Context: an optimization exercise on an open-source flow, tuned for small area and few clock cycles per item. The choices shown serve that exercise and are no tape-out recipe.
No driver is modelled on the clock port, so clock power and skew are understated where the tree is cut down; a real chip needs a root buffer or a tree.
Power is estimated from default activity; no workload was simulated.

Setup of lane 2:
==> module IS42S16320D, before the edit <==
module IS42S16320D(
  input            ipClk,  
  input            ipReset,
  input      [24:0]ipAddress,
  input      [ 1:0]ipByteEnable,
  output reg       opWaitRequest,
  input      [15:0]ipWriteData,
  input            ipWrite,
  input            ipRead,
  output reg [15:0]opReadData,
  output reg       opReadDataValid,
  output           opCKE,
  output reg       opnCS,
  output reg       opnRAS,
  output reg       opnCAS,
  output reg       opnWE,
  output reg [12:0]opA,
  output reg [ 1:0]opBA,
  output reg [ 1:0]opDQM,
  output reg [15:0]opDQ,
  output reg       opDQ_en,
  input      [15:0]ipDQ
);
assign opCKE = 1'b1;
reg [ 9:0]RefreshCount;
reg [ 4:0]InitCount;     
reg [ 1:0]RasWait;       
reg [ 3:0]BankOpen;
reg [ 3:0]Stale;         
reg [12:0]RowOpen;
reg [ 3:0]ReadPipe;      
wire Tick     = &RefreshCount;
wire Window   = ~|RefreshCount[9:5] & ~(RefreshCount[4] & |RefreshCount[3:0]);
wire Slot5    = ~|RefreshCount[9:4] & (RefreshCount[3:0] == 4'd5);
wire Slot11   = ~|RefreshCount[9:4] & (RefreshCount[3:0] == 4'd11);
wire Ready    = InitCount[4];
wire InitRef  = InitCount[3] & (InitCount[2] ^ (InitCount[1] & InitCount[0]));
wire InitMRS  = ~InitCount[4] & (&InitCount[3:0]);
wire Active   = InitRef | InitMRS | Ready;
wire Request  = ipRead | ipWrite;
wire [1:0]Bank = ipAddress[11:10];
wire RowHit   = ipAddress[24:12] == RowOpen;
wire AnyOpen  = |BankOpen;
wire BankHit  = BankOpen[Bank] & ~Stale[Bank] & RowHit;
wire Busy     = &RasWait;
wire Serve    = Ready & ~Window & Request & ~Busy;
wire WriteOk  = ~ReadPipe[2] & ~ReadPipe[3] & (~ReadPipe[0] | &ipByteEnable);
wire NeedPre  = Serve & BankOpen[Bank] & ~BankHit;
wire DoRW     = Serve & BankHit & (ipRead | WriteOk);
wire DoAct    = Serve & ~BankOpen[Bank];
wire DoPre    = ((Active & Window & AnyOpen & ~Busy) | NeedPre) & ~|RasWait;
wire [1:0]StaleBank = {~Stale[0] & ~Stale[1], ~Stale[0] & (Stale[1] | ~Stale[2])};
wire DoPreS   = Ready & Busy & |Stale;
wire DoRef    = (InitRef | Ready) & (Slot5 | Slot11);
wire DoMRS    = InitMRS & Slot5;
always @(*) begin
  opWaitRequest   = ~DoRW & (Request | ~Ready);
  opReadData      = ipDQ;
  opReadDataValid = ReadPipe[2];
  opnCS  = 1'b0;
  opnRAS = ~(DoAct | DoPre | DoPreS | DoRef | DoMRS);
  opnCAS = ~(DoRW | DoRef | DoMRS);
  opnWE  = ~((DoRW & ipWrite) | DoPre | DoPreS | DoMRS);
  opBA        = DoPreS ? StaleBank : Bank & {2{Ready}};
  opA[12:11]  = ipAddress[24:23] & {2{Ready}};
  opA[10]     = DoPre | (DoAct & ipAddress[22]);
  opA[ 9: 0]  = ~Ready  ? 10'h030 :
                BankHit ? ipAddress[9:0] : ipAddress[21:12];
  opDQ    = ipWriteData;
  opDQM   = ~ipByteEnable & {2{~ReadPipe[0]}};
  opDQ_en = ipWrite & ~ReadPipe[2] & ~ReadPipe[3];
end
always @(posedge ipClk) begin
  if(ipReset) begin
    InitCount    <= 0;
    BankOpen     <= 4'hF;  
  end else begin
    if(Tick & ~Ready) InitCount <= InitCount + 1'b1;
    if(DoPre) begin
      BankOpen <= 4'h0;
      Stale    <= 4'h0;
    end else if(DoPreS) begin
      BankOpen[StaleBank] <= 1'b0;
      Stale[StaleBank]    <= 1'b0;
    end else if(DoAct) begin
      BankOpen[Bank] <= 1'b1;
      if(~RowHit) Stale <= BankOpen;
    end
  end
  RefreshCount <= RefreshCount + 1'b1;
  if(DoAct | DoPre)        RasWait <= 2'd3;
  else if(DoRW & ipWrite)  RasWait <= 2'd1;
  else if(|RasWait)        RasWait <= RasWait - 1'b1;
  ReadPipe <= {ReadPipe[2:0], DoRW & ipRead};
  if(DoAct) RowOpen <= ipAddress[24:12];
end
endmodule
clock: 10.0 ns
lec_check: 0
cap_margin: 20
core_margin: 2
core_utilization: 40
slew_margin: 20
standard.sh (not shown) runs the stock make flow with config.mk's settings and CLKGATE_MAP_FILE= SYNTH_SCRIPT=/design/flow/synth_recipe.tcl, a recipe that flattens the netlist after the stock synthesis.
==> flow/flow/run.sh <==
#!/bin/bash
# Standard ORFS layout with these changes:
# - synthesis maps logic with an area-oriented ABC script (flow/abc_area.script);
#   everything else in synthesis is the standard script (registers unchanged);
# - the synthesized logic is set to its smallest drive strengths before
#   floorplan (flow/downsize.tcl); the flow's repair steps size up as needed;
# - port buffers use the smallest buffer;
# - CTS without dummy loads; the clock port drives the leaf clock buffers
#   directly (flow/noroot.tcl).
set -euo pipefail
here=$(cd "$(dirname "$0")" && pwd)
work=$(pwd)
rm -rf "$work/scripts_abc"
cp -r "$FLOW_HOME/scripts" "$work/scripts_abc"
cp "$here/abc_area.script" "$work/scripts_abc/abc_speed.script"
export SCRIPTS_DIR="$work/scripts_abc"
export BUFFER_PORTS_ARGS="-buffer_cell sky130_fd_sc_hd__buf_1"
export PRE_FLOORPLAN_TCL="$here/downsize.tcl"
export CTS_ARGS="-sink_clustering_enable -repair_clock_nets -dont_use_dummy_load -sink_clustering_size 50 -sink_clustering_max_diameter 1000 -sink_clustering_levels 1"
export POST_CTS_TCL="$here/noroot.tcl"
bash standard.sh > standard.log 2>&1
Other scripts of this flow, unchanged in this note and not shown: flow/flow/abc_area.script, flow/flow/downsize.tcl, flow/flow/noroot.tcl
Inputs modified between lane 2 and lane 3:
--- a/flow/design.v
+++ b/flow/design.v
@@ -25,12 +25,12 @@
 reg [ 9:0]RefreshCount;
 reg [ 4:0]InitCount;     
 reg [ 1:0]RasWait;       
 reg [ 3:0]BankOpen;
-reg [ 3:0]Stale;         
+reg [ 3:0]BankCur;       
 reg [12:0]RowOpen;
 reg [ 3:0]ReadPipe;      
-wire Tick     = &RefreshCount;
+wire Tick     = ~RefreshCount[9] & (&RefreshCount[8:0]);
 wire Window   = ~|RefreshCount[9:5] & ~(RefreshCount[4] & |RefreshCount[3:0]);
 wire Slot5    = ~|RefreshCount[9:4] & (RefreshCount[3:0] == 4'd5);
 wire Slot11   = ~|RefreshCount[9:4] & (RefreshCount[3:0] == 4'd11);
 wire Ready    = InitCount[4];
@@ -40,16 +40,17 @@
 wire Request  = ipRead | ipWrite;
 wire [1:0]Bank = ipAddress[11:10];
 wire RowHit   = ipAddress[24:12] == RowOpen;
 wire AnyOpen  = |BankOpen;
-wire BankHit  = BankOpen[Bank] & ~Stale[Bank] & RowHit;
+wire BankHit  = BankCur[Bank] & RowHit;
 wire Busy     = &RasWait;
 wire Serve    = Ready & ~Window & Request & ~Busy;
 wire WriteOk  = ~ReadPipe[2] & ~ReadPipe[3] & (~ReadPipe[0] | &ipByteEnable);
 wire NeedPre  = Serve & BankOpen[Bank] & ~BankHit;
 wire DoRW     = Serve & BankHit & (ipRead | WriteOk);
 wire DoAct    = Serve & ~BankOpen[Bank];
 wire DoPre    = ((Active & Window & AnyOpen & ~Busy) | NeedPre) & ~|RasWait;
+wire [3:0]Stale   = BankOpen & ~BankCur;
 wire [1:0]StaleBank = {~Stale[0] & ~Stale[1], ~Stale[0] & (Stale[1] | ~Stale[2])};
 wire DoPreS   = Ready & Busy & |Stale;
 wire DoRef    = (InitRef | Ready) & (Slot5 | Slot11);
 wire DoMRS    = InitMRS & Slot5;
@@ -77,15 +78,15 @@
   end else begin
     if(Tick & ~Ready) InitCount <= InitCount + 1'b1;
     if(DoPre) begin
       BankOpen <= 4'h0;
-      Stale    <= 4'h0;
+      BankCur  <= 4'h0;
     end else if(DoPreS) begin
       BankOpen[StaleBank] <= 1'b0;
-      Stale[StaleBank]    <= 1'b0;
     end else if(DoAct) begin
       BankOpen[Bank] <= 1'b1;
-      if(~RowHit) Stale <= BankOpen;
+      if(RowHit) BankCur[Bank] <= 1'b1;
+      else       BankCur       <= 4'h1 << Bank;
     end
   end
   RefreshCount <= RefreshCount + 1'b1;
   if(DoAct | DoPre)        RasWait <= 2'd3;
==> run summary <==
Lane 3 vs lane 2 — number of vias per cell after detailed routing dropped about 0.8%.
Est. power | lane 3 vs lane 2 | lane 3 lower
The run showing the greater portion of total power attributed to the clock network is lane 3.
Lane 2 has higher met1 track demand over resource in global routing than lane 3.
Compared with lane 2, in lane 3 wire length per cell after detailed routing fell by 0.044 um, count of plain and timing-repair buffers shrank by about 3.6%.
Final critical-path required period, lane 3 and lane 2: lower on lane 2
Count of vias placed by the detailed router: lane 3 better than lane 2
Vertical die dimension: lane 2 vs lane 3 — no meaningful difference
Going from lane 2 to lane 3, fraction of standard cell area that is sequential down 0.27 points, placeable core area up about 0.6%, switching share of power down 6.3 points.
Lane 3 against lane 2: die area now larger; synthesized cell count now larger.
No functional check of the RTL was part of any run of this note.

[separate check: timing with driven ports]
How much do the figures lean on ideal ports? The routed layouts below were timed once more, with nothing changed but the port constraints. Step 1, drivers: a clkbuf_16 drives ipClk and a buf_2 each remaining input, both assumed. Step 2 times the ports against the registers' clock, not the clock port: input delays grow and output delays shrink by t, the midpoint of the rising clock arrivals with the driver on. Slacks: ideal / step 1 / step 2; pairs: ideal / step 1.
run | shift t [ns] | slack for setup (ns) | hold slack, ns | worst setup path after step 2 | cell pins on the clock port's net
lane 2 | 0.197 | 3.056 / 3.021 / 3.021 | 0.333 / 0.333 / 0.333 | input to output | 4
lane 3 | 0.187 | 2.624 / 2.600 / 2.600 | 0.332 / 0.332 / 0.332 | input to output | 4
After both steps every run listed still meets setup and hold. The setup slack of lane 2, which loses most, moves by -0.035 ns with the drivers and by -0.035 ns with both steps.
